What follows belongs to an exercise in optimizing a design on an open flow for a short achievable clock period and few clock cycles; a production flow would make more cautious choices. Function was checked by simulation only, so behaviour that the tests miss may differ from the original. The flow treats the clock pin as an ideal source, which a real chip does not have. Power and IR drop assume default switching activity.

### flow/flow/run.sh
#!/bin/bash
# The standard layout, with one step added after clock tree synthesis:
# flow/fix_io.tcl removes the buffers that placement left on the RUN -> MemWE
# path (between the port buffers). Everything else is the standard flow.
set -euo pipefail
export POST_CTS_TCL="$PWD/flow/fix_io.tcl"
bash standard.sh > standard.log 2>&1
### flow/flow/fix_io.tcl
# Run after clock tree synthesis (POST_CTS_TCL). The only path from an input
# port to an output port is RUN -> MemWE (MemWE = store & RUN). Buffers that
# placement put between RUN's input buffer and the AND gate only add delay on
# it; remove them, keeping the port buffers at both ends.
set pe [find_timing_paths -from [get_ports RUN] -to [get_ports MemWE] -path_delay max]
set insts {}
foreach pt [get_property $pe points] {
  set pin [get_property $pt pin]
  set inst [get_cells -quiet -of_objects $pin]
  if { $inst eq "" } { continue }
  set name [get_full_name $inst]
  if { [lsearch -exact $insts $name] < 0 } { lappend insts $name }
}
puts "fix_io: RUN -> MemWE goes through $insts"
set extra {}
foreach name [lrange $insts 1 end-1] {
  set ref [get_property [get_cells $name] ref_name]
  if { [regexp {__(buf|clkbuf|dlygate|clkdlybuf)} $ref] } { lappend extra $name }
}
if { [llength $extra] > 0 } {
  puts "fix_io: removing $extra"
  remove_buffers [get_cells $extra]
}
report_checks -from [get_ports RUN] -to [get_ports MemWE]
### flow/standard.sh
#!/bin/bash
# synth_recipe.tcl (not shown) runs the flow's synth.tcl, then flattens the netlist and writes it again
# the make line also repeats each setting of config.mk as NAME=value (left out here)
make -C /OpenROAD-flow-scripts/flow DESIGN_CONFIG=/design/flow/config.mk WORK_HOME=/design/flow/orfs CLKGATE_MAP_FILE= SYNTH_SCRIPT=/design/flow/synth_recipe.tcl "${@:-finish}"
### flow/config.mk
export PLATFORM = sky130hd
export DESIGN_NAME = msprocessor
export DESIGN_NICKNAME = msprocessor
export VERILOG_FILES = /design/flow/design.v
export SDC_FILE = /design/flow/constraint.sdc
export NUM_CORES = 4
export LEC_CHECK = 0
export ABC_CLOCK_PERIOD_IN_PS = 3000
export CAP_MARGIN = 20
export CORE_MARGIN = 2
export CORE_UTILIZATION = 40
export PLACE_DENSITY = 0.6
export SETUP_SLACK_MARGIN = 4.4
export SLEW_MARGIN = 20
### flow/constraint.sdc
create_clock -name core_clock -period 7.5 [get_ports {clk}]
set_input_delay 1.5000 -clock core_clock [delete_from_list [all_inputs] [get_ports {clk}]]
set_output_delay 1.5000 -clock core_clock [all_outputs]
set_load 0.01 [all_outputs]
### flow/design.v
module constant_value #(parameter W=8, V=0) (A);
	output [W-1:0] A;  
	assign A = V;
endmodule
module register_WE #(parameter W = 8) (A,B,clk,rst,enb);
		input [W-1:0] A;
		input clk,rst,enb;
		output reg [W-1:0] B;
		always@(posedge clk)
		begin
		if(rst == 1) begin
			B <= 0;
		end
		else begin
			if(enb == 1) begin
				B <= A;
			end
		end		
		end
endmodule
module my_2mux #(parameter W=4) (A,B,C,D);
	input [W-1:0] A,B;
	input C;
	output reg [W-1:0] D;
	always@* 
	begin
		if ( C == 0 )
			D = A;
		else
			D = B;
	end
endmodule
module my_4mux #(parameter W=4) (A,B,C,D,E,F);
	input [W-1:0] A,B,C,D;
	input [1:0] E;
	output reg [W-1:0] F;
	always@* 
	begin
		if ( E == 2'b00  )
			F = A;
		else if ( E == 2'b01 )
			F = B;
		else if ( E == 2'b10  )
			F = C;
		else
			F = D;
	end
endmodule
module shifter #(parameter W=8) (data, sh, sh_data);
input [W-1:0] data;  
input [2:0] sh;  
output reg [W-1:0] sh_data;  
always@* begin
	case(sh)
		3'b001: sh_data = 0;  
		3'b010: sh_data = {data[W-2:0],data[W-1]};  
		3'b011: sh_data = {data[0],data[W-1:1]};  
		3'b100: sh_data = {data[W-2:0],1'b0};  
		3'b101: sh_data = {data[W-1],data[W-1:1]};  
		3'b110: sh_data = {1'b0,data[W-1:1]};  
		default: sh_data = data;  
	endcase
end
endmodule
module register_file #(parameter W=8) (din1,Rn,Rm,Rd,wrt,R7Write,rst,clk,dout1,dout2);
	input [W-1:0] din1;
	input [2:0] Rn,Rm,Rd;
	input rst,wrt,R7Write,clk;
	output [W-1:0] dout1,dout2;
	reg [W-1:0] regs [0:7];
	integer i;
	always@(posedge clk)
	begin
		if(rst == 1) begin
			for(i=0;i<8;i=i+1) regs[i] <= 0;
		end
		else begin
			if(wrt == 1) regs[Rd] <= din1;
			if(R7Write == 1) regs[7] <= din1;
		end
	end
	assign dout1 = (R7Write && Rn == 3'd7) ? din1 : regs[Rn];
	assign dout2 = (R7Write && Rm == 3'd7) ? din1 : regs[Rm];
endmodule
module alu #(parameter W=4) (clk,rst,enb,updateFlags,A,B,C,CONTROL,CO,OVF,N,Z);
	input clk,rst,enb;
	input updateFlags;
	input [W-1:0] A,B;
	input [2:0] CONTROL;
	output reg CO,OVF,N,Z;  
	output reg [W-1:0] C;
	reg nCO,nOVF,nN,nZ;  
	reg setFlags;  
	always@*
	begin
	nCO = 0;
	nOVF = 0;
	setFlags = 0;
	C = 0;
	if ( CONTROL == 3'b000)
	begin
		{nCO,C} = A + B;  
		if ( (A[W-1] == B[W-1] ) && (A[W-1] != C[W-1] ))  
			nOVF = 1;  
		setFlags = 1;
	end
	else if ( CONTROL == 3'b001)
	begin
		{nCO,C} = A + {1'b0,~B} + 1'b1;  
		if ( (A[W-1] != B[W-1] ) && (A[W-1] != C[W-1] ))  
			nOVF = 1;
		setFlags = 1;
	end
	else if ( CONTROL == 3'b010)
	begin
		{nCO,C} = B + {1'b0,~A} + 1'b1;  
		if ( (A[W-1] != B[W-1] ) && (B[W-1] != C[W-1] ))  
			nOVF = 1;
		setFlags = 1;
	end
	else if ( CONTROL == 3'b011)
	begin
		C = A ^ B; 			 
		setFlags = 1;
	end
	else if ( CONTROL == 3'b100)
	begin
		C = A & B; 			 
		setFlags = 1;
	end
	else if ( CONTROL == 3'b101)
	begin
		C = A | B;			 
		setFlags = 1;
	end
	else if ( CONTROL == 3'b110)
	begin
		C = B; 			 
	end
	else
	begin
		C = A;			 
	end
	nN = C[W-1];  
	nZ = ( C == 0);  
	end
	always@(posedge clk)
	begin
		if(rst == 1) begin
			CO <= 0;
			OVF <= 0;
			N <= 0;
			Z <= 0;
		end
		else if(enb && updateFlags && setFlags) begin
			CO <= nCO;
			OVF <= nOVF;
			N <= nN;
			Z <= nZ;
		end
	end
endmodule
module datapath(
	PCWrite,
	CLK,
	RST,
	AdrSrc,
	MemW,
	IRWrite,
	RA1Src,
	RegWrite,
	R7Write,
	ALUSrcA,
	updateFlags,
	reg_enb,
	ALUControl,
	ALUSrcB,
	RA2Src,
	RA3Src,
	ResultSrc,
	shift,
	WD3Src,
	C,
	V,
	N,
	Z,
	ALUA,
	ALUB,
	alures,
	counter,
	instruction,
	mem,
	rd2,
	result,
	shiftd,
	mem_addr,
	mem_rdata,
	mem_wdata,
	mem_we
);
input wire	PCWrite;
input wire	CLK;
input wire	RST;
input wire	AdrSrc;
input wire	MemW;
input wire	IRWrite;
input wire	RA1Src;
input wire	RegWrite;
input wire	R7Write;
input wire	ALUSrcA;
input wire	updateFlags;
input wire	reg_enb;
input wire	[2:0] ALUControl;
input wire	[1:0] ALUSrcB;
input wire	[1:0] RA2Src;
input wire	[1:0] RA3Src;
input wire	[1:0] ResultSrc;
input wire	[2:0] shift;
input wire	[1:0] WD3Src;
output wire	C;
output wire	V;
output wire	N;
output wire	Z;
output wire	[7:0] ALUA;
output wire	[7:0] ALUB;
output wire	[7:0] alures;
output wire	[7:0] counter;
output wire	[15:0] instruction;
output wire	[15:0] mem;
output wire	[7:0] rd2;
output wire	[7:0] result;
output wire	[7:0] shiftd;
output wire	[7:0] mem_addr;
input wire	[15:0] mem_rdata;
output wire	[7:0] mem_wdata;
output wire	mem_we;
wire	[7:0] ALUOut;
wire	[7:0] ALUResult;
wire	[7:0] DATA;
wire	enb;
wire	[15:0] INSTR;
wire	[15:0] MEM_ALTERA_SYNTHESIZED;
wire	[7:0] ONE;
wire	[7:0] PC;
wire	[2:0] RA1;
wire	[2:0] RA2;
wire	[2:0] RA3;
wire	[7:0] RD_ALTERA_SYNTHESIZED2;
wire	[7:0] Result_ALTERA_SYNTHESIZED;
wire	[2:0] SEVEN;
wire	[7:0] shifted;
wire	[2:0] SIX;
wire	[7:0] WD3;
wire	[7:0] SYNTHESIZED_WIRE_0;
wire	[7:0] SYNTHESIZED_WIRE_1;
wire	[7:0] SYNTHESIZED_WIRE_2;
wire	[7:0] SYNTHESIZED_WIRE_3;
wire	[7:0] SYNTHESIZED_WIRE_4;
wire	SYNTHESIZED_WIRE_5;
wire	[7:0] SYNTHESIZED_WIRE_6;
assign	ALUA = SYNTHESIZED_WIRE_0;
assign	ALUB = SYNTHESIZED_WIRE_1;
assign	SYNTHESIZED_WIRE_5 = 1;
register_WE	b2v_inst(
	.clk(CLK),
	.rst(RST),
	.enb(PCWrite),
	.A(Result_ALTERA_SYNTHESIZED),
	.B(PC));
	defparam	b2v_inst.W = 8;
alu	b2v_inst1(
	.clk(CLK),
	.rst(RST),
	.enb(enb),
	.updateFlags(updateFlags),
	.A(SYNTHESIZED_WIRE_0),
	.B(SYNTHESIZED_WIRE_1),
	.CONTROL(ALUControl),
	.CO(C),
	.OVF(V),
	.N(N),
	.Z(Z),
	.C(ALUResult));
	defparam	b2v_inst1.W = 8;
constant_value	b2v_inst10(
	.A(SIX));
	defparam	b2v_inst10.V = 6;
	defparam	b2v_inst10.W = 3;
my_2mux	b2v_inst11(
	.C(RA1Src),
	.A(INSTR[5:3]),
	.B(SEVEN),
	.D(RA1));
	defparam	b2v_inst11.W = 3;
constant_value	b2v_inst12(
	.A(SEVEN));
	defparam	b2v_inst12.V = 7;
	defparam	b2v_inst12.W = 3;
register_file	b2v_inst13(
	.wrt(RegWrite),
	.rst(RST),
	.clk(CLK),
	.R7Write(R7Write),
	.din1(WD3),
	.Rd(RA3),
	.Rm(RA2),
	.Rn(RA1),
	.dout1(SYNTHESIZED_WIRE_2),
	.dout2(SYNTHESIZED_WIRE_3));
	defparam	b2v_inst13.W = 8;
register_WE	b2v_inst14(
	.clk(CLK),
	.rst(RST),
	.enb(enb),
	.A(SYNTHESIZED_WIRE_2),
	.B(SYNTHESIZED_WIRE_4));
	defparam	b2v_inst14.W = 8;
register_WE	b2v_inst15(
	.clk(CLK),
	.rst(RST),
	.enb(enb),
	.A(SYNTHESIZED_WIRE_3),
	.B(RD_ALTERA_SYNTHESIZED2));
	defparam	b2v_inst15.W = 8;
shifter	b2v_inst19(
	.data(RD_ALTERA_SYNTHESIZED2),
	.sh(shift),
	.sh_data(shifted));
	defparam	b2v_inst19.W = 8;
my_2mux	b2v_inst2(
	.C(AdrSrc),
	.A(PC),
	.B(Result_ALTERA_SYNTHESIZED),
	.D(SYNTHESIZED_WIRE_6));
	defparam	b2v_inst2.W = 8;
my_2mux	b2v_inst20(
	.C(ALUSrcA),
	.A(SYNTHESIZED_WIRE_4),
	.B(PC),
	.D(SYNTHESIZED_WIRE_0));
	defparam	b2v_inst20.W = 8;
my_4mux	b2v_inst21(
	.A(shifted),
	.B(INSTR[7:0]),
	.C(ONE),
	.D(8'b0),
	.E(ALUSrcB),
	.F(SYNTHESIZED_WIRE_1));
	defparam	b2v_inst21.W = 8;
constant_value	b2v_inst22(
	.A(ONE));
	defparam	b2v_inst22.V = 1;
	defparam	b2v_inst22.W = 8;
register_WE	b2v_inst28(
	.clk(CLK),
	.rst(RST),
	.enb(enb),
	.A(ALUResult),
	.B(ALUOut));
	defparam	b2v_inst28.W = 8;
my_4mux	b2v_inst31(
	.A(ALUOut),
	.B(DATA),
	.C(ALUResult),
	.D(8'b0),
	.E(ResultSrc),
	.F(Result_ALTERA_SYNTHESIZED));
	defparam	b2v_inst31.W = 8;
assign	mem_addr = SYNTHESIZED_WIRE_6;
assign	mem_we = MemW;
assign	mem_wdata = RD_ALTERA_SYNTHESIZED2;
assign	MEM_ALTERA_SYNTHESIZED = mem_rdata;
register_WE	b2v_inst4(
	.clk(CLK),
	.rst(RST),
	.enb(IRWrite),
	.A(MEM_ALTERA_SYNTHESIZED),
	.B(INSTR));
	defparam	b2v_inst4.W = 16;
register_WE	b2v_inst5(
	.clk(CLK),
	.rst(RST),
	.enb(enb),
	.A(MEM_ALTERA_SYNTHESIZED[7:0]),
	.B(DATA));
	defparam	b2v_inst5.W = 8;
my_4mux	b2v_inst7(
	.A(DATA),
	.B(Result_ALTERA_SYNTHESIZED),
	.C(PC),
	.D(8'b0),
	.E(WD3Src),
	.F(WD3));
	defparam	b2v_inst7.W = 8;
my_4mux	b2v_inst8(
	.A(INSTR[8:6]),
	.B(INSTR[10:8]),
	.C(SIX),
	.D(3'b0),
	.E(RA3Src),
	.F(RA3));
	defparam	b2v_inst8.W = 3;
my_4mux	b2v_inst9(
	.A(INSTR[2:0]),
	.B(INSTR[8:6]),
	.C(SIX),
	.D(INSTR[10:8]),
	.E(RA2Src),
	.F(RA2));
	defparam	b2v_inst9.W = 3;
assign	enb = reg_enb;
assign	alures = ALUResult;
assign	counter = PC;
assign	instruction = INSTR;
assign	mem = MEM_ALTERA_SYNTHESIZED;
assign	rd2 = RD_ALTERA_SYNTHESIZED2;
assign	result = Result_ALTERA_SYNTHESIZED;
assign	shiftd = shifted;
endmodule
module controller(rst,instr,clk,PCWrite,AdrSrc,MemW,IRWrite,RA1Src,RA2Src,RA3Src,WD3Src,RegWrite,R7Write,Shift,ALUSrcA,ALUSrcB,ALUControl,ResultSrc,updateFlags,Z,N,V,C,RUN);
input [15:0] instr;
input clk,rst,RUN;
input Z,N,V,C;
output reg PCWrite,AdrSrc,MemW,IRWrite,RA1Src,RegWrite,R7Write,ALUSrcA,updateFlags;
output reg [1:0] RA2Src,RA3Src,WD3Src,ALUSrcB,ResultSrc;
output reg [2:0] Shift,ALUControl;
reg [3:0] state;
reg dRA1Src;
reg [1:0] dRA2Src,dRA3Src;
always@(posedge clk)
begin
	if(rst == 1) state <= 4'b0000;  
	else if (RUN == 1) begin
		if(state == 4'b0000) state <= 4'b0001;  
		else if(state == 4'b0001) begin
			if(instr[15:14] == 2'b00) begin
				state <= 4'b0010 ; 
			end
			else if(instr[15:14] == 2'b01) begin
				if(instr[13:12] == 2'b00) begin
					state <= 4'b0011 ; 
				end
				else if(instr[13:12] == 2'b01) begin
					state <= 4'b1011 ; 
				end
				else if(instr[13:12] == 2'b10) begin
					state <= 4'b0011 ; 
				end
			end
			else if(instr[15:14] == 2'b10) begin
				if(instr[13:11] == 3'b000) begin
					state <= 4'b1000 ; 
				end
				else if(instr[13:11] == 3'b001) begin
					state <= 4'b1010 ; 
				end
				else if(instr[13:11] == 3'b010) begin
					state <= 4'b1001 ; 
				end
				else if(instr[13:11] == 3'b011) begin
					if(Z == 1) state <= 4'b1000 ; 
					else state <= 4'b0000;  
				end
				else if(instr[13:11] == 3'b100) begin
					if(Z == 0) state <= 4'b1000 ; 
					else state <= 4'b0000;  
				end
				else if(instr[13:11] == 3'b101) begin
					if(C == 1) state <= 4'b1000 ; 
					else state <= 4'b0000;  
				end
				else if(instr[13:11] == 3'b110) begin
					if(C == 0) state <= 4'b1000 ; 
					else state <= 4'b0000;  
				end
			end
		end
		else if(state == 4'b0011) begin
			if(instr[13:12] == 2'b00) state <= 4'b0101;  
			else if(instr[13:12] == 2'b10) state <= 4'b0100;  
		end
		else if(state == 4'b0010) state <= 4'b0111;  
		else if(state == 4'b1011) state <= 4'b0000;  
		else if(state == 4'b0111) state <= 4'b0000;  
		else if(state == 4'b0100) state <= 4'b0000;  
		else if(state == 4'b0101) state <= 4'b0110;  
		else if(state == 4'b0110) state <= 4'b0000;  
		else if(state == 4'b1000) state <= 4'b0000;  
		else if(state == 4'b1001) state <= 4'b0000;  
		else if(state == 4'b1010) state <= 4'b0000;  
	end
end
always@(*)
	begin
	if(instr[15:14] == 2'b10) dRA1Src = 1;  
	else dRA1Src = 0;
	if(instr[15:9] == 7'b00000 || instr[15:9] == 7'b00001 || instr[15:9] == 7'b00010 
			|| instr[15:9] == 7'b00011 || instr[15:9] == 7'b00100)  dRA2Src = 2'b00;  
	else if(instr[15:9] == 7'b00101 || instr[15:9] == 7'b00110 || instr[15:9] == 7'b00111 
			|| instr[15:9] == 7'b01000 || instr[15:9] == 7'b01001 || instr[15:9] == 7'b01010) dRA2Src = 2'b01;  
	else if(instr[15:14] == 2'b01 && instr[13:12] == 2'b10) dRA2Src = 2'b01;  
	else if(instr[15:14] == 2'b10 && instr[13:11] == 3'b010) dRA2Src = 2'b11;  
	else dRA2Src = 2'b00;
	if(instr[15:14] == 2'b00 || (instr[15:14] == 2'b01 && instr[13:12] == 2'b00)) dRA3Src = 2'b00;  
	else if(instr[15:14] == 2'b01 && instr[13:12] == 2'b01) dRA3Src = 2'b01;  
	else if(instr[15:14] == 2'b10 && instr[13:11] == 3'b001) dRA3Src = 2'b10;  
	else dRA3Src = 2'b00;
	end
always@(*)
	begin
	PCWrite = 0;
	AdrSrc = 0;
	MemW = 0;
	IRWrite = 0;
	RegWrite = 0;
	R7Write = 0;
	Shift = 3'b000;
	ALUSrcA = 0;
	ALUSrcB = 2'b00;
	ALUControl = 3'b000;
	ResultSrc = 2'b00;
	updateFlags = 0;
	RA1Src = dRA1Src;
	RA2Src = dRA2Src;
	RA3Src = dRA3Src;
	WD3Src = 2'b01;
	if(state == 4'b0000) begin
		PCWrite = 1;
		AdrSrc = 0;
		MemW = 0;
		IRWrite = 1;
		RegWrite = 0;
		R7Write = 0;
		Shift = 3'b000;
		ALUSrcA = 1;
		ALUSrcB = 2'b10;
		ALUControl = 3'b000;
		ResultSrc = 2'b10;
		updateFlags = 0;
	end
	else if(state == 4'b0001) begin
		PCWrite = 0;
		AdrSrc = 0;
		MemW = 0;
		IRWrite = 0;
		WD3Src = 2'b01;
		RegWrite = 0;
		R7Write = 1;
		Shift = 3'b000;
		ALUSrcA = 1;
		ALUSrcB = 2'b10;
		ALUControl = 3'b000;
		ResultSrc = 2'b10;
		updateFlags = 0;
	end
	else if(state == 4'b0101) begin
		PCWrite = 0;
		AdrSrc = 1;
		MemW = 0;
		IRWrite = 0;
		RegWrite = 0;
		R7Write = 0;
		Shift = 3'b000;
		ALUSrcA = 0;
		ALUSrcB = 2'b00;
		ALUControl = 3'b000;
		ResultSrc = 2'b00;
		updateFlags = 0;
	end
	else if(state == 4'b1011) begin
		PCWrite = 0;
		AdrSrc = 0;
		MemW = 0;
		IRWrite = 0;
		RegWrite = 1;
		R7Write = 0;
		Shift = 3'b000;
		ALUSrcA = 0;
		ALUSrcB = 2'b01;
		ALUControl = 3'b110;
		ResultSrc = 2'b10;
		updateFlags = 0;
	end
	else if(state == 4'b0010) begin
		PCWrite = 0;
		AdrSrc = 0;
		MemW = 0;
		IRWrite = 0;
		RegWrite = 0;
		R7Write = 0;
		if(instr[13:9] == 5'b00101) 		Shift = 3'b001;  
		else if(instr[13:9] == 5'b00110) Shift = 3'b010;  
		else if(instr[13:9] == 5'b00111) Shift = 3'b011;  
		else if(instr[13:9] == 5'b01000)	Shift = 3'b100;  
		else if(instr[13:9] == 5'b01001)	Shift = 3'b101;  
		else if(instr[13:9] == 5'b01010) Shift = 3'b110;  
		ALUSrcA = 0;
		ALUSrcB = 2'b00;
		if(instr[13:9] == 5'b00000) ALUControl = 3'b000;  
		else if(instr[13:9] == 5'b00001) ALUControl = 3'b001;  
		else if(instr[13:9] == 5'b00010) ALUControl = 3'b100;  
		else if(instr[13:9] == 5'b00011) ALUControl = 3'b101;  
		else if(instr[13:9] == 5'b00100) ALUControl = 3'b011;  
		else if(instr[13:9] == 5'b00101) ALUControl = 3'b110;  
		else if(instr[13:9] == 5'b00110) ALUControl = 3'b110;  
		else if(instr[13:9] == 5'b00111) ALUControl = 3'b110;  
		else if(instr[13:9] == 5'b01000) ALUControl = 3'b110;  
		else if(instr[13:9] == 5'b01001) ALUControl = 3'b110;  
		else if(instr[13:9] == 5'b01010) ALUControl = 3'b110;  
		ResultSrc = 2'b00;
		updateFlags = 1;
	end
	else if(state == 4'b0011) begin
		PCWrite = 0;
		AdrSrc = 0;
		MemW = 0;
		IRWrite = 0;
		RegWrite = 0;
		R7Write = 0;
		Shift = 3'b000;
		ALUSrcA = 0;
		ALUSrcB = 2'b00;
		ALUControl = 3'b111;
		ResultSrc = 2'b00;
		updateFlags = 0;
	end
	else if(state == 4'b0100) begin
		PCWrite = 0;
		AdrSrc = 1;
		MemW = 1;
		IRWrite = 0;
		RegWrite = 0;
		R7Write = 0;
		Shift = 3'b000;
		ALUSrcA = 0;
		ALUSrcB = 2'b00;
		ALUControl = 3'b000;
		ResultSrc = 2'b00;
		updateFlags = 0;
	end
	else if(state == 4'b1000) begin
		WD3Src = 2'b01;
		PCWrite = 1;
		AdrSrc = 0;
		MemW = 0;
		IRWrite = 0;
		RegWrite = 0;
		R7Write = 1;
		Shift = 3'b000;
		ALUSrcA = 0;
		ALUSrcB = 2'b01;
		ALUControl = 3'b000;
		ResultSrc = 2'b10;
		updateFlags = 0;
	end
	else if(state == 4'b1010) begin
		WD3Src = 2'b10;
		PCWrite = 1;
		AdrSrc = 0;
		MemW = 0;
		IRWrite = 0;
		RegWrite = 1;
		R7Write = 1;
		Shift = 3'b000;
		ALUSrcA = 0;
		ALUSrcB = 2'b01;
		ALUControl = 3'b000;
		ResultSrc = 2'b10;
		updateFlags = 0;
	end
	else if(state == 4'b1001) begin
		WD3Src = 2'b01;
		PCWrite = 1;
		AdrSrc = 0;
		MemW = 0;
		IRWrite = 0;
		RegWrite = 0;
		R7Write = 1;
		Shift = 3'b000;
		ALUSrcA = 0;
		ALUSrcB = 2'b00;
		ALUControl = 3'b110;
		ResultSrc = 2'b10;
		updateFlags = 0;
	end
	else if(state == 4'b0110) begin
		WD3Src = 2'b00;
		PCWrite = 0;
		AdrSrc = 0;
		MemW = 0;
		IRWrite = 0;
		RegWrite = 1;
		R7Write = 0;
		Shift = 3'b000;
		ALUSrcA = 0;
		ALUSrcB = 2'b00;
		ALUControl = 3'b000;
		ResultSrc = 2'b00;
		updateFlags = 0;
	end
	else if(state == 4'b0111) begin
		RA3Src = 2'b00;
		WD3Src = 2'b01;
		PCWrite = 0;
		AdrSrc = 0;
		MemW = 0;
		IRWrite = 0;
		RegWrite = 1;
		R7Write = 0;
		Shift = 3'b000;
		ALUSrcA = 0;
		ALUSrcB = 2'b00;
		ALUControl = 3'b000;
		ResultSrc = 2'b00;
		updateFlags = 0;
	end
end
endmodule
module msprocessor(clk,RESET,RUN,MemAddr,MemRData,MemWE,MemWData);
input clk, RESET, RUN;
output [7:0] MemAddr;     
input [15:0] MemRData;    
output MemWE;             
output [7:0] MemWData;
reg [7:0] A;         
reg [7:0] pc;        
reg dmode;           
reg st;              
reg [7:0] wd;        
reg halted;
reg Zf, Cf;
reg [7:0] R [0:6];   
reg [7:0] opA;       
reg [7:0] opB;       
reg [7:0] opS;       
reg e_cin;           
reg e_we;            
reg [2:0] e_wreg;
reg e_setf;          
reg e_arith, e_and, e_or, e_xor, e_rol, e_ror, e_shl, e_asr, e_lsr, e_pass;
localparam CB = 6;
localparam NE = 1 << CB;
localparam DIST = 32;            
reg [15:0] cdat [0:NE-1];
reg [7-CB:0] ctag [0:NE-1];
reg [NE-1:0] cv;
reg [15:0] cw;       
reg chit;            
reg [7:0] ppf;       
assign MemAddr = A;
assign MemWData = wd;
assign MemWE = st & RUN;
wire [8:0] e_sum;
ks_add8 e_add(.a(opA), .b(opB), .cin(e_cin), .s(e_sum[7:0]), .cout(e_sum[8]));
wire [7:0] e_res =
	  ({8{e_arith}} & e_sum[7:0])
	| ({8{e_and}} & (opA & opB))
	| ({8{e_or}}  & (opA | opB))
	| ({8{e_xor}} & (opA ^ opB))
	| ({8{e_rol}} & {opS[6:0], opS[7]})
	| ({8{e_ror}} & {opS[0], opS[7:1]})
	| ({8{e_shl}} & {opS[6:0], 1'b0})
	| ({8{e_asr}} & {opS[7], opS[7:1]})
	| ({8{e_lsr}} & {1'b0, opS[7:1]})
	| ({8{e_pass}} & opB);
wire e_zarith = &(~((opA ^ opB) ^ {opA[6:0] | opB[6:0], e_cin}));
wire e_zlogic = ~|(({8{e_and}} & (opA & opB)) | ({8{e_or}} & (opA | opB)) | ({8{e_xor}} & (opA ^ opB)));
wire Zn = e_setf ? (e_arith ? e_zarith : e_zlogic) : Zf;
wire Cn = e_setf ? (e_arith & e_sum[8]) : Cf;
wire f_go = chit || !dmode;
wire [15:0] I = chit ? cw : MemRData;
wire f_dp   = I[15:14] == 2'b00;
wire f_mem  = I[15:14] == 2'b01;
wire f_br   = I[15:14] == 2'b10;
wire f_halt = I[15:14] == 2'b11;
wire f_ldr  = f_mem && I[13:12] == 2'b00;
wire f_ldi  = f_mem && I[13:12] == 2'b01;
wire f_str  = f_mem && I[13:12] == 2'b10;
wire [2:0] cond = I[13:11];
wire f_bl   = f_br && cond == 3'b001;
wire f_bx   = f_br && cond == 3'b010;
wire [4:0] op = I[13:9];
wire f_dpv  = f_dp && op <= 5'd10;
reg [7:0] pc1, pc2;
integer b;
always @* begin
	for (b = 0; b < 8; b = b + 1) begin
		pc1[b] = pc[b] ^ ((pc & ((8'd1 << b) - 8'd1)) == ((8'd1 << b) - 8'd1));
		pc2[b] = (b == 0) ? pc[0] : pc[b] ^ ((pc & ((8'd1 << b) - 8'd2)) == ((8'd1 << b) - 8'd2));
	end
end
wire [7:0] w_data = dmode ? MemRData[7:0] : e_res;
wire [2:0] i_n = I[5:3];
wire [2:0] i_m = I[2:0];
wire [2:0] i_d = I[8:6];
wire [2:0] i_x = I[10:8];
wire [7:0] r_n = (i_n == 3'd7) ? pc2 : (e_we && e_wreg == i_n) ? w_data : R[i_n];
wire [7:0] r_m = (i_m == 3'd7) ? pc2 : (e_we && e_wreg == i_m) ? w_data : R[i_m];
wire [7:0] r_d = (i_d == 3'd7) ? pc2 : (e_we && e_wreg == i_d) ? w_data : R[i_d];
wire [7:0] r_x = (i_x == 3'd7) ? pc2 : (e_we && e_wreg == i_x) ? w_data : R[i_x];
reg taken;
always @* begin
	case (cond)
		3'b000: taken = 1'b1;
		3'b001: taken = 1'b1;
		3'b011: taken = Zn;
		3'b100: taken = !Zn;
		3'b101: taken = Cn;
		3'b110: taken = !Cn;
		default: taken = 1'b0;
	endcase
end
wire [7:0] target;
ks_add8 t_add(.a(pc2), .b(I[7:0]), .cin(1'b0), .s(target), .cout());
wire [7:0] nxt = f_bx ? r_x : (f_br && taken) ? target : pc1;
wire f_sub = op == 5'd1;
wire [CB-1:0] lk = pc1[CB-1:0];
wire lhit = cv[lk] && ctag[lk] == pc1[7:CB] && !(dmode && st && A == pc1);
wire [7:0] pc3 = pc2 + 8'd1;
wire [7:0] ppf1 = ppf + 8'd1;
wire [7:0] pd = ppf - pc1;
wire prst = pd == 8'd0 || pd > DIST;
wire h_pc2 = cv[pc2[CB-1:0]] && ctag[pc2[CB-1:0]] == pc2[7:CB];
wire h_ppf = cv[ppf[CB-1:0]] && ctag[ppf[CB-1:0]] == ppf[7:CB];
wire [7:0] pfa = prst ? (h_pc2 ? pc3 : pc2) : (h_ppf ? ppf1 : ppf);
wire seq = !f_bx && !(f_br && taken);
integer i;
always @(posedge clk) begin
	if (RESET) begin
		A <= 8'h00;
		pc <= 8'h00;
		dmode <= 1'b0;
		st <= 1'b0;
		halted <= 1'b0;
		e_we <= 1'b0;
		e_setf <= 1'b0;
		Zf <= 1'b0;
		Cf <= 1'b0;
		chit <= 1'b0;
		cv <= {NE{1'b0}};
		ppf <= 8'h00;
		for (i = 0; i < 7; i = i + 1) R[i] <= 8'h00;
	end else if (RUN) begin
		if (e_we) R[e_wreg] <= w_data;
		if (e_setf) begin
			Zf <= Zn;
			Cf <= Cn;
		end
		if (!dmode) begin
			cdat[A[CB-1:0]] <= MemRData;
			ctag[A[CB-1:0]] <= A[7:CB];
			cv[A[CB-1:0]] <= 1'b1;
		end
		if (dmode && st && ctag[A[CB-1:0]] == A[7:CB]) cv[A[CB-1:0]] <= 1'b0;
		e_we <= 1'b0;
		e_setf <= 1'b0;
		dmode <= 1'b0;
		st <= 1'b0;
		if (halted) begin
		end else if (!f_go) begin
			A <= pc;
			chit <= 1'b0;
		end else if (f_halt) begin
			halted <= 1'b1;
		end else if (f_ldr || f_str) begin
			dmode <= 1'b1;
			st <= f_str;
			e_we <= f_ldr && i_d != 3'd7;
			e_wreg <= i_d;
			wd <= r_d;
			A <= r_n;
			pc <= pc1;
			cw <= cdat[lk];
			chit <= lhit;
		end else begin
			e_we <= (f_dpv && i_d != 3'd7) || (f_ldi && i_x != 3'd7) || f_bl;
			e_setf <= f_dp && op <= 5'd4;
			e_wreg <= f_ldi ? i_x : f_bl ? 3'd6 : i_d;
			opA <= r_n;
			opB <= f_ldi ? I[7:0] : f_bl ? pc1 : f_sub ? ~r_m : r_m;
			opS <= r_d;
			e_cin <= f_sub;
			e_arith <= f_dp && (op == 5'd0 || op == 5'd1);
			e_and <= f_dp && op == 5'd2;
			e_or  <= f_dp && op == 5'd3;
			e_xor <= f_dp && op == 5'd4;
			e_rol <= f_dp && op == 5'd6;
			e_ror <= f_dp && op == 5'd7;
			e_shl <= f_dp && op == 5'd8;
			e_asr <= f_dp && op == 5'd9;
			e_lsr <= f_dp && op == 5'd10;
			e_pass <= f_ldi || f_bl;
			pc <= nxt;
			cw <= cdat[lk];
			if (seq && lhit) begin
				chit <= 1'b1;
				A <= pfa;
				ppf <= pfa + 8'd1;
			end else begin
				chit <= 1'b0;
				A <= nxt;
			end
		end
	end
end
endmodule
module ks_add8(a, b, cin, s, cout);
input [7:0] a, b;
input cin;
output [7:0] s;
output cout;
wire [8:0] g0 = {a & b, cin};
wire [8:0] p0 = {a ^ b, 1'b0};
wire [8:0] g1, p1, g2, p2, g3, p3, g4;
genvar j;
generate
	for (j = 0; j < 9; j = j + 1) begin : pre
		if (j >= 1) begin
			assign g1[j] = g0[j] | (p0[j] & g0[j-1]);
			assign p1[j] = p0[j] & p0[j-1];
		end else begin
			assign g1[j] = g0[j];
			assign p1[j] = p0[j];
		end
		if (j >= 2) begin
			assign g2[j] = g1[j] | (p1[j] & g1[j-2]);
			assign p2[j] = p1[j] & p1[j-2];
		end else begin
			assign g2[j] = g1[j];
			assign p2[j] = p1[j];
		end
		if (j >= 4) begin
			assign g3[j] = g2[j] | (p2[j] & g2[j-4]);
			assign p3[j] = p2[j] & p2[j-4];
		end else begin
			assign g3[j] = g2[j];
			assign p3[j] = p2[j];
		end
		if (j >= 8) begin
			assign g4[j] = g3[j] | (p3[j] & g3[j-8]);
		end else begin
			assign g4[j] = g3[j];
		end
	end
endgenerate
assign s = p0[8:1] ^ g4[7:0];
assign cout = g4[8];
endmodule
==> run summary, run 1 <==
most frequent cell after synthesis edfxtp_1; largest net degree at the start of global routing 88; Setup Viol. Count Final 0; final number of hold-violating endpoints 0; Post-synth top cells edfxtp_1, mux4_2, nor2_1, nand2_1, clkbuf_1; fin. max-slew vios 0; Total GRT Usage 25.8%; r2r setup slk 3.29 ns; Fin Hold WS 0.450 ns; post-synth top area share 59.9%; Worst Setup End Kind flop; design area 79100 um2; hold_sp Cf; vias in the first global route 39312; die footprint 163000 um2; CTS tree built; Place WS 2.18 ns; first-pass GRT wire length 299 mm; clock share of power 38.5%; CP max FO 8; IO Pins 36; GP Congestion 0.946; Sw Share 25.7%; HPWL after DPL 120 mm; ys flop type edfxtp_1; FF-to-FF End ppf[6]; sequential power share 45.2%; Clk pin slew, worst setup/hold paths 0.06 ns; startpoint types flop; DRC Markers 0; shortest period the worst path allows 4.21 ns; Clock Latency Late Sink 0.79 ns; Worst Path Class, Setup flop to flop; Final nets 4317; static leakage 25.3 nW; routed via count 41189; core box area 158000 um2; WP data arrival 4.90 ns; Post-DP Area 67200 um2; Die Y 403 um; total power 19.1 mW; DRT Pass-1 Iters 6; Syn Area/Cell 16.4 um2; status finished clean; share of cells above drive strength 1 36.3%; die width 403 um; hold path cells 2; hold crit path type flop to flop; FMAX 0.238 GHz; Layout area overhead 24.1%; final std cells w/o fill 6438; Final Core Density 49.9%; hold endpoint Cf; layout filler cell count 12772; Tcrit/Tclk final 56.1%; WL/cell 33.0 um; sequential share of the synthesized area 63.5%; initial antenna violation count 5; First DRT Iteration DRCs 5758; Async SR Flop Fraction 0%; initial core utilization 40.2%; Post-Route WL 212 mm; synth warn 1; Post-Syn Nets 3939; worst IR drop on VDD 0.258 mV; DR vias/cell 6.40; slew of the pin with the lowest slew margin 1.15 ns; Synth cell types 81; RSZ-0062 raised after global routing true; I/O Buffers 35; # rows 146; Seq cells post-synth 1386; Cells after DPL 5805; Area contributors post-synth edfxtp_1, mux4_2, dfxtp_1; Mapped Cells 3874; internal power 14.2 mW; max_slew headroom 22.2%; R2R cell count 13; Clock Skews 0.0315 ns; post-synth top area cell edfxtp_1; Crit path required time 8.19 ns; remaining antenna violation count 0; combinational power share 16.3%; Switch Pwr 4.91 mW; Clock Sinks 1386; total congestion overflow 0; FF-to-FF Start pc[0]; Max-Cap Viols 0; number of flops mapped to enable cells by yosys 1270; Cell Area, Synth 63700 um2; final setup margin 3.29 ns; final setup TNS 0 ns; Power per Cell Area 242 nW/um2
==> layer usage <==
metal | vias up | share of wire (%) | global-route usage [%]
met1 | 21552 | 40 | 36.7
met4 | 2 | 3.5 | 7.92
met3 | 444 | 10 | 5.44
li1 | 16580 | - | -
met5 | - | 0.0047 | 0
met2 | 2611 | 46 | 39.9
==> worst max-delay path by stage <==
stage	from	endpoint	cells after the start
after floorplan	MemRData[0]	A[4]	14
after global placement	MemRData[4]	flop	12
final	pc[0]	ppf[6]	13
after detailed placement	MemRData[4]	flop	12
after global routing	pc[0]	ppf[2]	19
==> layout by cell type (no fill, tap or decap), types with 38 or more instances in the layout <==
cell | netlist | layout
buf_4 | 6 | 203
buf_6 | 10 | 60
xnor2_1 | 61 | 49
clkbuf_16 | 0 | 154
and3_1 | 41 | 38
mux4_2 | 543 | 543
nand2_1 | 276 | 263
a211oi_1 | 78 | 63
dfxtp_1 | 116 | 100
buf_16 | 0 | 38
o21ai_0 | 82 | 44
buf_12 | 0 | 110
mux2i_1 | 77 | 59
a21oi_1 | 168 | 139
edfxtp_1 | 1270 | 1270
inv_1 | 58 | 48
nor2_4 | 0 | 82
nor2_1 | 278 | 186
nand3_1 | 65 | 56
==> worst max-delay path, stage by stage (launching register included) <==
cell and delay [ns]:
dfxtp_4 0.36, buf_6 0.14, ha_4 0.36, buf_4 0.17
mux4_2 0.28, mux4_2 0.52, mux4_2 0.54, xnor2_1 0.15
a2111o_1 0.46, a21o_4 0.25, or3_4 0.40, inv_4 0.11
nand3_1 0.08, o311ai_1 0.30
==> flip-flops by register name, summed over array words and instances (netlist names), 3 cells and up, named ones only <==
signal,count
A,8
R,64
cdat,1024
ctag,128
cv,64
cw,16
e_wreg,3
opA,8
opB,8
opS,8
pc,8
ppf,8
wd,8
==> power groups by stage <==
stage / sequential, mW / clock (mW) / combinational [mW]
after global placement: 8.80 / 0 / 2.28
final: 8.63 / 7.36 / 3.11
after detailed placement: 8.80 / 0 / 2.29
after global routing: 8.63 / 7.77 / 3.22
after floorplan: 8.74 / 0 / 1.64
==> cell type report <==
class | count | area, um2 | area share, %
antenna | 4 | 10.0 | 0.0127
multi-input combinational | 2172 | 24200 | 30.6
sequential | 1386 | 40500 | 51.2
clock buffer | 186 | 3920 | 4.96
inverter | 70 | 362 | 0.457
tap | 2072 | 2590 | 3.28
timing repair inverter | 2 | 20.0 | 0.0253
clock inverter | 74 | 900 | 1.14
timing repair buffer | 472 | 6570 | 8.31
==> kinds of logic (layout without fill, tap and decap cells) <==
group / count (synthesis) / after routing / share of synthesized area [%]
xor gates and xnor gates: 76 / 76 / 1.04
other: 0 / 4 / 0
buffers and inverters: 319 / 804 / 2.06
AOI/OAI and AO/OA: 552 / 552 / 5.69
DFF: 1386 / 1386 / 63.5
muxes: 633 / 634 / 20.6
and+or+nand+nor: 862 / 864 / 6.15
adders and majority gates: 46 / 46 / 0.927
Testbench counts, summed over its fixed seeds: cycles 13,219.
==> run 2: changes to the inputs <==
--- a/flow/design.v
+++ b/flow/design.v
@@ -730,43 +730,34 @@
 reg halted;
 reg Zf, Cf;
 reg [7:0] R [0:6];   
-reg [7:0] opA;       
-reg [7:0] opB;       
-reg [7:0] opS;       
-reg e_cin;           
-reg e_we;            
+reg [7:0] opA, opB, opS;         
+reg e_cin, e_we, e_setf;         
 reg [2:0] e_wreg;
-reg e_setf;          
-reg e_arith, e_and, e_or, e_xor, e_rol, e_ror, e_shl, e_asr, e_lsr, e_pass;
+reg [9:0] e_ctl;                 
+reg [7:0] opA2, opB2, opS2;
+reg e2_cin, e2_we, e2_setf;
+reg [2:0] e2_wreg;
+reg [9:0] e2_ctl;
 localparam CB = 6;
 localparam NE = 1 << CB;
 localparam DIST = 32;            
 reg [15:0] cdat [0:NE-1];
 reg [7-CB:0] ctag [0:NE-1];
 reg [NE-1:0] cv;
-reg [15:0] cw;       
+reg [15:0] cw, cw2;  
 reg chit;            
+reg chit2;           
 reg [7:0] ppf;       
 assign MemAddr = A;
 assign MemWData = wd;
 assign MemWE = st & RUN;
-wire [8:0] e_sum;
-ks_add8 e_add(.a(opA), .b(opB), .cin(e_cin), .s(e_sum[7:0]), .cout(e_sum[8]));
-wire [7:0] e_res =
-	  ({8{e_arith}} & e_sum[7:0])
-	| ({8{e_and}} & (opA & opB))
-	| ({8{e_or}}  & (opA | opB))
-	| ({8{e_xor}} & (opA ^ opB))
-	| ({8{e_rol}} & {opS[6:0], opS[7]})
-	| ({8{e_ror}} & {opS[0], opS[7:1]})
-	| ({8{e_shl}} & {opS[6:0], 1'b0})
-	| ({8{e_asr}} & {opS[7], opS[7:1]})
-	| ({8{e_lsr}} & {1'b0, opS[7:1]})
-	| ({8{e_pass}} & opB);
-wire e_zarith = &(~((opA ^ opB) ^ {opA[6:0] | opB[6:0], e_cin}));
-wire e_zlogic = ~|(({8{e_and}} & (opA & opB)) | ({8{e_or}} & (opA | opB)) | ({8{e_xor}} & (opA ^ opB)));
-wire Zn = e_setf ? (e_arith ? e_zarith : e_zlogic) : Zf;
-wire Cn = e_setf ? (e_arith & e_sum[8]) : Cf;
+wire [7:0] e_res, e2_res;
+wire e_z, e_c, e2_z, e2_c;
+exu x1(.a(opA), .b(opB), .s(opS), .cin(e_cin), .ctl(e_ctl), .res(e_res), .z(e_z), .c(e_c));
+exu x2(.a(opA2), .b(opB2), .s(opS2), .cin(e2_cin), .ctl(e2_ctl), .res(e2_res), .z(e2_z), .c(e2_c));
+wire Zn = e2_setf ? e2_z : e_setf ? e_z : Zf;
+wire Cn = e2_setf ? e2_c : e_setf ? e_c : Cf;
+wire [7:0] w_data = dmode ? MemRData[7:0] : e_res;
 wire f_go = chit || !dmode;
 wire [15:0] I = chit ? cw : MemRData;
 wire f_dp   = I[15:14] == 2'b00;
@@ -774,30 +765,29 @@
 wire f_br   = I[15:14] == 2'b10;
 wire f_halt = I[15:14] == 2'b11;
 wire f_ldr  = f_mem && I[13:12] == 2'b00;
-wire f_ldi  = f_mem && I[13:12] == 2'b01;
 wire f_str  = f_mem && I[13:12] == 2'b10;
 wire [2:0] cond = I[13:11];
-wire f_bl   = f_br && cond == 3'b001;
 wire f_bx   = f_br && cond == 3'b010;
-wire [4:0] op = I[13:9];
-wire f_dpv  = f_dp && op <= 5'd10;
-reg [7:0] pc1, pc2;
-integer b;
-always @* begin
-	for (b = 0; b < 8; b = b + 1) begin
-		pc1[b] = pc[b] ^ ((pc & ((8'd1 << b) - 8'd1)) == ((8'd1 << b) - 8'd1));
-		pc2[b] = (b == 0) ? pc[0] : pc[b] ^ ((pc & ((8'd1 << b) - 8'd2)) == ((8'd1 << b) - 8'd2));
-	end
-end
-wire [7:0] w_data = dmode ? MemRData[7:0] : e_res;
-wire [2:0] i_n = I[5:3];
-wire [2:0] i_m = I[2:0];
-wire [2:0] i_d = I[8:6];
-wire [2:0] i_x = I[10:8];
-wire [7:0] r_n = (i_n == 3'd7) ? pc2 : (e_we && e_wreg == i_n) ? w_data : R[i_n];
-wire [7:0] r_m = (i_m == 3'd7) ? pc2 : (e_we && e_wreg == i_m) ? w_data : R[i_m];
-wire [7:0] r_d = (i_d == 3'd7) ? pc2 : (e_we && e_wreg == i_d) ? w_data : R[i_d];
-wire [7:0] r_x = (i_x == 3'd7) ? pc2 : (e_we && e_wreg == i_x) ? w_data : R[i_x];
+wire [7:0] pc1, pc2, pc3, pc4;
+ks_add8 a1(.a(pc), .b(8'd1), .cin(1'b0), .s(pc1), .cout());
+ks_add8 a2(.a(pc), .b(8'd2), .cin(1'b0), .s(pc2), .cout());
+ks_add8 a3(.a(pc), .b(8'd3), .cin(1'b0), .s(pc3), .cout());
+ks_add8 a4(.a(pc), .b(8'd4), .cin(1'b0), .s(pc4), .cout());
+wire [55:0] rf = {R[6], R[5], R[4], R[3], R[2], R[1], R[0]};
+wire [7:0] r_n, r_m, r_d, r_x, r2_n, r2_m, r2_d;
+rsel s_n(.idx(I[5:3]),  .rf(rf), .r7(pc2), .we1(e_we), .wr1(e_wreg), .v1(w_data), .we2(e2_we), .wr2(e2_wreg), .v2(e2_res), .q(r_n));
+rsel s_m(.idx(I[2:0]),  .rf(rf), .r7(pc2), .we1(e_we), .wr1(e_wreg), .v1(w_data), .we2(e2_we), .wr2(e2_wreg), .v2(e2_res), .q(r_m));
+rsel s_d(.idx(I[8:6]),  .rf(rf), .r7(pc2), .we1(e_we), .wr1(e_wreg), .v1(w_data), .we2(e2_we), .wr2(e2_wreg), .v2(e2_res), .q(r_d));
+rsel s_x(.idx(I[10:8]), .rf(rf), .r7(pc2), .we1(e_we), .wr1(e_wreg), .v1(w_data), .we2(e2_we), .wr2(e2_wreg), .v2(e2_res), .q(r_x));
+rsel t_n(.idx(cw2[5:3]), .rf(rf), .r7(pc3), .we1(e_we), .wr1(e_wreg), .v1(w_data), .we2(e2_we), .wr2(e2_wreg), .v2(e2_res), .q(r2_n));
+rsel t_m(.idx(cw2[2:0]), .rf(rf), .r7(pc3), .we1(e_we), .wr1(e_wreg), .v1(w_data), .we2(e2_we), .wr2(e2_wreg), .v2(e2_res), .q(r2_m));
+rsel t_d(.idx(cw2[8:6]), .rf(rf), .r7(pc3), .we1(e_we), .wr1(e_wreg), .v1(w_data), .we2(e2_we), .wr2(e2_wreg), .v2(e2_res), .q(r2_d));
+wire d_we, d_setf, d_cin, d2_we, d2_setf, d2_cin;
+wire [2:0] d_wreg, d2_wreg;
+wire [9:0] d_ctl, d2_ctl;
+wire [7:0] d_b, d2_b;
+edec dc1(.w(I), .rm(r_m), .link(pc1), .we(d_we), .wreg(d_wreg), .setf(d_setf), .ctl(d_ctl), .b(d_b), .cin(d_cin));
+edec dc2(.w(cw2), .rm(r2_m), .link(pc2), .we(d2_we), .wreg(d2_wreg), .setf(d2_setf), .ctl(d2_ctl), .b(d2_b), .cin(d2_cin));
 reg taken;
 always @* begin
 	case (cond)
@@ -813,17 +803,27 @@
 wire [7:0] target;
 ks_add8 t_add(.a(pc2), .b(I[7:0]), .cin(1'b0), .s(target), .cout());
 wire [7:0] nxt = f_bx ? r_x : (f_br && taken) ? target : pc1;
-wire f_sub = op == 5'd1;
-wire [CB-1:0] lk = pc1[CB-1:0];
-wire lhit = cv[lk] && ctag[lk] == pc1[7:CB] && !(dmode && st && A == pc1);
-wire [7:0] pc3 = pc2 + 8'd1;
+wire seq = !f_bx && !(f_br && taken);
+wire x_ok = (cw[15:14] == 2'b00 && cw[13:9] <= 5'd10) || cw[15:12] == 4'b0101;
+wire y_dp = cw2[15:14] == 2'b00 && cw2[13:9] <= 5'd10;
+wire y_ok = y_dp || cw2[15:12] == 4'b0101;
+wire [2:0] x_dst = cw[15:14] == 2'b00 ? cw[8:6] : cw[10:8];
+wire y_rnm = y_dp && cw2[13:9] <= 5'd4;      
+wire y_rd  = y_dp && cw2[13:9] >= 5'd6;      
+wire dep = x_dst != 3'd7 &&
+	((y_rnm && (cw2[5:3] == x_dst || cw2[2:0] == x_dst)) || (y_rd && cw2[8:6] == x_dst));
+wire pair = chit && chit2 && x_ok && y_ok && !dep;
+wire [7:0] np  = pair ? pc2 : pc1;
+wire [7:0] np1 = pair ? pc3 : pc2;
+wire [7:0] np2 = pair ? pc4 : pc3;
+wire stw = dmode && st;      
+wire h_np  = cv[np[CB-1:0]]  && ctag[np[CB-1:0]]  == np[7:CB]  && !(stw && A == np);
+wire h_np1 = cv[np1[CB-1:0]] && ctag[np1[CB-1:0]] == np1[7:CB] && !(stw && A == np1);
+wire h_ppf = cv[ppf[CB-1:0]] && ctag[ppf[CB-1:0]] == ppf[7:CB];
 wire [7:0] ppf1 = ppf + 8'd1;
-wire [7:0] pd = ppf - pc1;
+wire [7:0] pd = ppf - np;
 wire prst = pd == 8'd0 || pd > DIST;
-wire h_pc2 = cv[pc2[CB-1:0]] && ctag[pc2[CB-1:0]] == pc2[7:CB];
-wire h_ppf = cv[ppf[CB-1:0]] && ctag[ppf[CB-1:0]] == ppf[7:CB];
-wire [7:0] pfa = prst ? (h_pc2 ? pc3 : pc2) : (h_ppf ? ppf1 : ppf);
-wire seq = !f_bx && !(f_br && taken);
+wire [7:0] pfa = prst ? (h_np1 ? np2 : np1) : (h_ppf ? ppf1 : ppf);
 integer i;
 always @(posedge clk) begin
 	if (RESET) begin
@@ -834,15 +834,19 @@
 		halted <= 1'b0;
 		e_we <= 1'b0;
 		e_setf <= 1'b0;
+		e2_we <= 1'b0;
+		e2_setf <= 1'b0;
 		Zf <= 1'b0;
 		Cf <= 1'b0;
 		chit <= 1'b0;
+		chit2 <= 1'b0;
 		cv <= {NE{1'b0}};
 		ppf <= 8'h00;
 		for (i = 0; i < 7; i = i + 1) R[i] <= 8'h00;
 	end else if (RUN) begin
 		if (e_we) R[e_wreg] <= w_data;
-		if (e_setf) begin
+		if (e2_we) R[e2_wreg] <= e2_res;
+		if (e_setf || e2_setf) begin
 			Zf <= Zn;
 			Cf <= Cn;
 		end
@@ -851,59 +855,125 @@
 			ctag[A[CB-1:0]] <= A[7:CB];
 			cv[A[CB-1:0]] <= 1'b1;
 		end
-		if (dmode && st && ctag[A[CB-1:0]] == A[7:CB]) cv[A[CB-1:0]] <= 1'b0;
+		if (stw && ctag[A[CB-1:0]] == A[7:CB]) cv[A[CB-1:0]] <= 1'b0;
 		e_we <= 1'b0;
 		e_setf <= 1'b0;
+		e2_we <= 1'b0;
+		e2_setf <= 1'b0;
 		dmode <= 1'b0;
 		st <= 1'b0;
 		if (halted) begin
 		end else if (!f_go) begin
 			A <= pc;
 			chit <= 1'b0;
+			chit2 <= 1'b0;
 		end else if (f_halt) begin
 			halted <= 1'b1;
 		end else if (f_ldr || f_str) begin
 			dmode <= 1'b1;
 			st <= f_str;
-			e_we <= f_ldr && i_d != 3'd7;
-			e_wreg <= i_d;
+			e_we <= f_ldr && I[8:6] != 3'd7;
+			e_wreg <= I[8:6];
 			wd <= r_d;
 			A <= r_n;
 			pc <= pc1;
-			cw <= cdat[lk];
-			chit <= lhit;
+			cw <= cdat[np[CB-1:0]];
+			cw2 <= cdat[np1[CB-1:0]];
+			chit <= h_np;
+			chit2 <= h_np1;
 		end else begin
-			e_we <= (f_dpv && i_d != 3'd7) || (f_ldi && i_x != 3'd7) || f_bl;
-			e_setf <= f_dp && op <= 5'd4;
-			e_wreg <= f_ldi ? i_x : f_bl ? 3'd6 : i_d;
+			e_we <= d_we;
+			e_setf <= d_setf;
+			e_wreg <= d_wreg;
+			e_ctl <= d_ctl;
+			e_cin <= d_cin;
 			opA <= r_n;
-			opB <= f_ldi ? I[7:0] : f_bl ? pc1 : f_sub ? ~r_m : r_m;
+			opB <= d_b;
 			opS <= r_d;
-			e_cin <= f_sub;
-			e_arith <= f_dp && (op == 5'd0 || op == 5'd1);
-			e_and <= f_dp && op == 5'd2;
-			e_or  <= f_dp && op == 5'd3;
-			e_xor <= f_dp && op == 5'd4;
-			e_rol <= f_dp && op == 5'd6;
-			e_ror <= f_dp && op == 5'd7;
-			e_shl <= f_dp && op == 5'd8;
-			e_asr <= f_dp && op == 5'd9;
-			e_lsr <= f_dp && op == 5'd10;
-			e_pass <= f_ldi || f_bl;
-			pc <= nxt;
-			cw <= cdat[lk];
-			if (seq && lhit) begin
+			if (pair) begin
+				e2_we <= d2_we;
+				e2_setf <= d2_setf;
+				e2_wreg <= d2_wreg;
+				e2_ctl <= d2_ctl;
+				e2_cin <= d2_cin;
+				opA2 <= r2_n;
+				opB2 <= d2_b;
+				opS2 <= r2_d;
+			end
+			pc <= pair ? pc2 : nxt;
+			cw <= cdat[np[CB-1:0]];
+			cw2 <= cdat[np1[CB-1:0]];
+			chit2 <= h_np1;
+			if (seq && h_np) begin
 				chit <= 1'b1;
 				A <= pfa;
 				ppf <= pfa + 8'd1;
 			end else begin
 				chit <= 1'b0;
-				A <= nxt;
+				A <= pair ? pc2 : nxt;
 			end
 		end
 	end
 end
 endmodule
+module exu(a, b, s, cin, ctl, res, z, c);
+input [7:0] a, b, s;
+input cin;
+input [9:0] ctl;     
+output [7:0] res;
+output z;            
+output c;
+wire [8:0] sum;
+ks_add8 add(.a(a), .b(b), .cin(cin), .s(sum[7:0]), .cout(sum[8]));
+wire [7:0] lg = ({8{ctl[1]}} & (a & b)) | ({8{ctl[2]}} & (a | b)) | ({8{ctl[3]}} & (a ^ b));
+assign res =
+	  ({8{ctl[0]}} & sum[7:0])
+	| lg
+	| ({8{ctl[4]}} & {s[6:0], s[7]})
+	| ({8{ctl[5]}} & {s[0], s[7:1]})
+	| ({8{ctl[6]}} & {s[6:0], 1'b0})
+	| ({8{ctl[7]}} & {s[7], s[7:1]})
+	| ({8{ctl[8]}} & {1'b0, s[7:1]})
+	| ({8{ctl[9]}} & b);
+wire zarith = &(~((a ^ b) ^ {a[6:0] | b[6:0], cin}));
+assign z = ctl[0] ? zarith : ~|lg;
+assign c = ctl[0] & sum[8];
+endmodule
+module edec(w, rm, link, we, wreg, setf, ctl, b, cin);
+input [15:0] w;
+input [7:0] rm;      
+input [7:0] link;    
+output we;
+output [2:0] wreg;
+output setf;
+output [9:0] ctl;
+output [7:0] b;
+output cin;
+wire [4:0] op = w[13:9];
+wire dp = w[15:14] == 2'b00;
+wire dpv = dp && op <= 5'd10;
+wire ldi = w[15:12] == 4'b0101;
+wire bl = w[15:11] == 5'b10001;
+wire sub = op == 5'd1;
+assign wreg = ldi ? w[10:8] : bl ? 3'd6 : w[8:6];
+assign we = (dpv || ldi || bl) && wreg != 3'd7;
+assign setf = dp && op <= 5'd4;
+assign cin = dp && sub;
+assign b = ldi ? w[7:0] : bl ? link : sub ? ~rm : rm;
+assign ctl = {ldi || bl, dp && op == 5'd10, dp && op == 5'd9, dp && op == 5'd8, dp && op == 5'd7,
+	dp && op == 5'd6, dp && op == 5'd4, dp && op == 5'd3, dp && op == 5'd2, dp && (op == 5'd0 || op == 5'd1)};
+endmodule
+module rsel(idx, rf, r7, we1, wr1, v1, we2, wr2, v2, q);
+input [2:0] idx;
+input [55:0] rf;     
+input [7:0] r7;      
+input we1, we2;
+input [2:0] wr1, wr2;
+input [7:0] v1, v2;
+output [7:0] q;
+wire [7:0] rv = rf[idx*8 +: 8];
+assign q = (idx == 3'd7) ? r7 : (we2 && wr2 == idx) ? v2 : (we1 && wr1 == idx) ? v1 : rv;
+endmodule
 module ks_add8(a, b, cin, s, cout);
 input [7:0] a, b;
 input cin;
==> run 2 against run 1 <==
Utilization is 0.14 points higher. Die area rose by 32%. Synthesized area grew 32%. Flip-flop and latch count grew 49. Largest power group unchanged. Synthesized cell count rose by 130%. Largest cell class is now multi-input combinational cells.
==> run summary, run 2 <==
status finished clean (unchanged); vias in the first global route 75100 (was 39312); Top cell by count, worst path buf_6 (was mux4_2); Fin Hold WS 0.492 ns (was 0.450 ns); final number of hold-violating endpoints 0 (unchanged); post-synth top area share 47.2% (was 59.9%); Tcrit/Tclk final 74.4% (was 56.1%); design area 105000 um2 (was 79100 um2); DRC Markers 0 (unchanged); sequential share of the synthesized area 49.8% (was 63.5%); met3 WL post-DR 58.8 mm (was 22.3 mm); M1 WL 139 mm (was 84.2 mm); number of flops mapped to enable cells by yosys 1324 (was 1270); worst IR drop on VDD 0.238 mV (was 0.258 mV); most frequent cell after synthesis nand2_1 (was edfxtp_1); initial antenna violation count 20 (was 5); DRT Pass-1 Iters 9 (was 6); first-pass GRT wire length 554 mm (was 299 mm); IO Pins 36 (unchanged); max incr delay on CP 0.52 ns (was 0.54 ns); Post-Route WL 400 mm (was 212 mm); I/O Buffers 35 (unchanged); CTS tree built (unchanged); Async SR Flop Fraction 0% (unchanged); GP Congestion 1.02 (was 0.946); Clock Sinks 1435 (was 1386); Clock Skews 0.0818 ns (was 0.0315 ns); total power 24.7 mW (was 19.1 mW); # rows 168 (was 146); die width 463 um (was 403 um); max_slew headroom 15.0% (was 22.2%); Total GRT Usage 35.6% (was 25.8%); Die Y 463 um (was 403 um); Clk pin slew, worst setup/hold paths 0.06 ns (about the same); R2R cell count 26 (was 13); Cell Area, Synth 84200 um2 (was 63700 um2); ys flop type edfxtp_1 (unchanged); commonest cells after routing, fill and taps aside nand2_1, edfxtp_1, nand3_1 (was edfxtp_1, mux4_2, nand2_1); Post-synth top cells nand2_1, edfxtp_1, nand3_1, clkbuf_1, a21oi_1 (was edfxtp_1, mux4_2, nor2_1, nand2_1, clkbuf_1); register area 42000 um2 (was 40500 um2); WL met2 170 mm (was 98.4 mm); Post-Syn Nets 9003 (was 3939); final setup TNS 0 ns (unchanged); HPWL after DPL 228 mm (was 120 mm); initial core utilization 40.2% (about the same); Post-DP Area 88000 um2 (was 67200 um2); WL/cell 33.1 um (was 33.0 um); share of cells above drive strength 1 22.4% (was 36.3%); First DRT Iteration DRCs 13406 (was 5758); Area contributors post-synth edfxtp_1, nand2_1, nand3_1 (was edfxtp_1, mux4_2, dfxtp_1); DR vias/cell 6.71 (was 6.40); Power per Cell Area 236 nW/um2 (was 242 nW/um2); Synth cell types 102 (was 81); routed via count 81108 (was 41189); layout filler cell count 18615 (was 12772); slew of the pin with the lowest slew margin 1.28 ns (was 1.15 ns); Final Core Density 50.1% (was 49.9%); fin. max-slew vios 0 (unchanged); Worst Path Class, Setup flop to flop (unchanged); Crit path required time 8.19 ns (about the same); total congestion overflow 0 (unchanged); Largest register FFs 1024 (unchanged); remaining antenna violation count 0 (unchanged); multi-input logic area 43600 um2 (was 24200 um2); hold crit path type flop to flop (unchanged); Mapped Cells 8924 (was 3874); Worst Setup End Kind flop (unchanged); hold path cells 2 (unchanged); Final nets 9216 (was 4317); static leakage 37.0 nW (was 25.3 nW); FMAX 0.179 GHz (was 0.238 GHz); Setup Viol. Count Final 0 (unchanged); core box area 209000 um2 (was 158000 um2); Clock Latency Late Sink 0.86 ns (was 0.79 ns); Syn Area/Cell 9.44 um2 (was 16.4 um2); CP max FO 6 (was 8); r2r setup slk 1.92 ns (was 3.29 ns); Crit-path slowest cell o41ai_4 (was mux4_2); WP data arrival 6.27 ns (was 4.90 ns); synth warn 1 (unchanged); Seq cells post-synth 1435 (was 1386); shortest period the worst path allows 5.58 ns (was 4.21 ns); Max-Cap Viols 0 (unchanged); die footprint 214000 um2 (was 163000 um2); post-synth top area cell edfxtp_1 (unchanged); commonest non-fill, non-tap cell in the layout nand2_1 (was edfxtp_1); Layout area overhead 24.5% (was 24.1%); largest net degree at the start of global routing 99 (was 88); RSZ-0062 raised after global routing true (unchanged); top layer in use met5 (unchanged); startpoint types flop (unchanged)
## run 2: changes by cell type after synthesis, moves of 77 or more
cell / before / now
a21oi_1: 168 / 348
a311oi_1: 39 / 261
and3_1: 41 / 206
buf_1: 32 / 125
clkbuf_1: 186 / 579
mux2i_1: 77 / 154
mux4_2: 543 / 212
nand2_1: 276 / 2545
nand3_1: 65 / 1206
o211ai_1: 10 / 113
## run 2: worst max-delay path: cells and delay by family (launching register included)
kind | cells | cell delay (ns)
fa+ha+maj | 1 | 0.19
xor+xnor | 1 | 0.15
flops | 1 | 0.51
simple gates | 6 | 1.51
compound gates | 10 | 1.89
buf+inv | 6 | 0.81
mux | 2 | 0.39
## run 2: cells by family after synthesis
logic type / after synthesis / synth area share [%]
XOR/XNOR: 169 / 1.76
AND/OR/NAND/NOR: 4576 / 23.7
multiplexers: 402 / 7.98
adder cells (fa/ha/maj): 60 / 0.918
flip-flops: 1435 / 49.8
buffers and inverters: 857 / 4.01
AO/OA/AOI/OAI: 1425 / 11.8
## run 2: final timing paths
check | startpoint | to
max | cw[6] | ppf[7]
min | chit2 | chit2
max reg2reg | cw[6] | ppf[7]
min reg2reg | chit2 | chit2
## run 2: area by class of cell
cell class | count | share of cell area [%]
multi-input combinational | 6640 | 41.6
timing repair inverter | 4 | 0.0537
sequential | 1435 | 40.1
clock inverter | 86 | 0.875
antenna | 11 | 0.0263
inverter | 94 | 0.446
tap | 2805 | 3.35
timing repair buffer | 801 | 9.44
clock buffer | 208 | 4.12
## run 2: metrics by stage
step | cells | setup WS [ns]
global placement | 11282 | 0.822
floorplan | 8924 | 1.41
global route | 12075 | 1.79
detailed placement | 11283 | 0.813
finish | 12084 | 1.92
## run 2: routing by layer
layer | global-route usage, % | vias up
met3 | 11.7 | 1557
met4 | 22.2 | 10
li1 | - | 33422
met1 | 44.8 | 39528
met2 | 52.8 | 6591
met5 | 0.579 | -
## run 2: where the power goes
group,internal [mW],switching [mW]
Clock,4.45,3.52
Combinational,2.78,4.87
Sequential,8.90,0.202
Testbench counts of run 2, summed over its fixed seeds: cycles 11,940.

## separate check: timing with driven ports
The flow's constraints put no driver on any port. The routed layouts listed below were extracted and timed again, unchanged, in two steps. Step 1 assumes that a clkbuf_16 drives the clock port and a buf_2 every other input. Step 2 moves the port delays by t, midway between the first and last clock arrival at a register: inputs arrive t later, outputs are due t later. That takes back most of the time a late clock gives input paths. a / b / c = ideal / step 1 / step 2; a / b = the first two.
run	shift t [ns]	slack for setup (ns)	worst setup path at the end	latest minus earliest clock arrival (ns)
run 1	0.857	3.292 / 3.292 / 3.049	input to register	0.039 / 0.038
run 2	0.910	1.918 / 1.918 / 1.918	register to register	0.082 / 0.082
After both steps setup and hold are still met in every run listed. For run 1, which loses most, drivers alone change the setup slack by 0.000 ns; drivers and shift together by -0.243 ns.
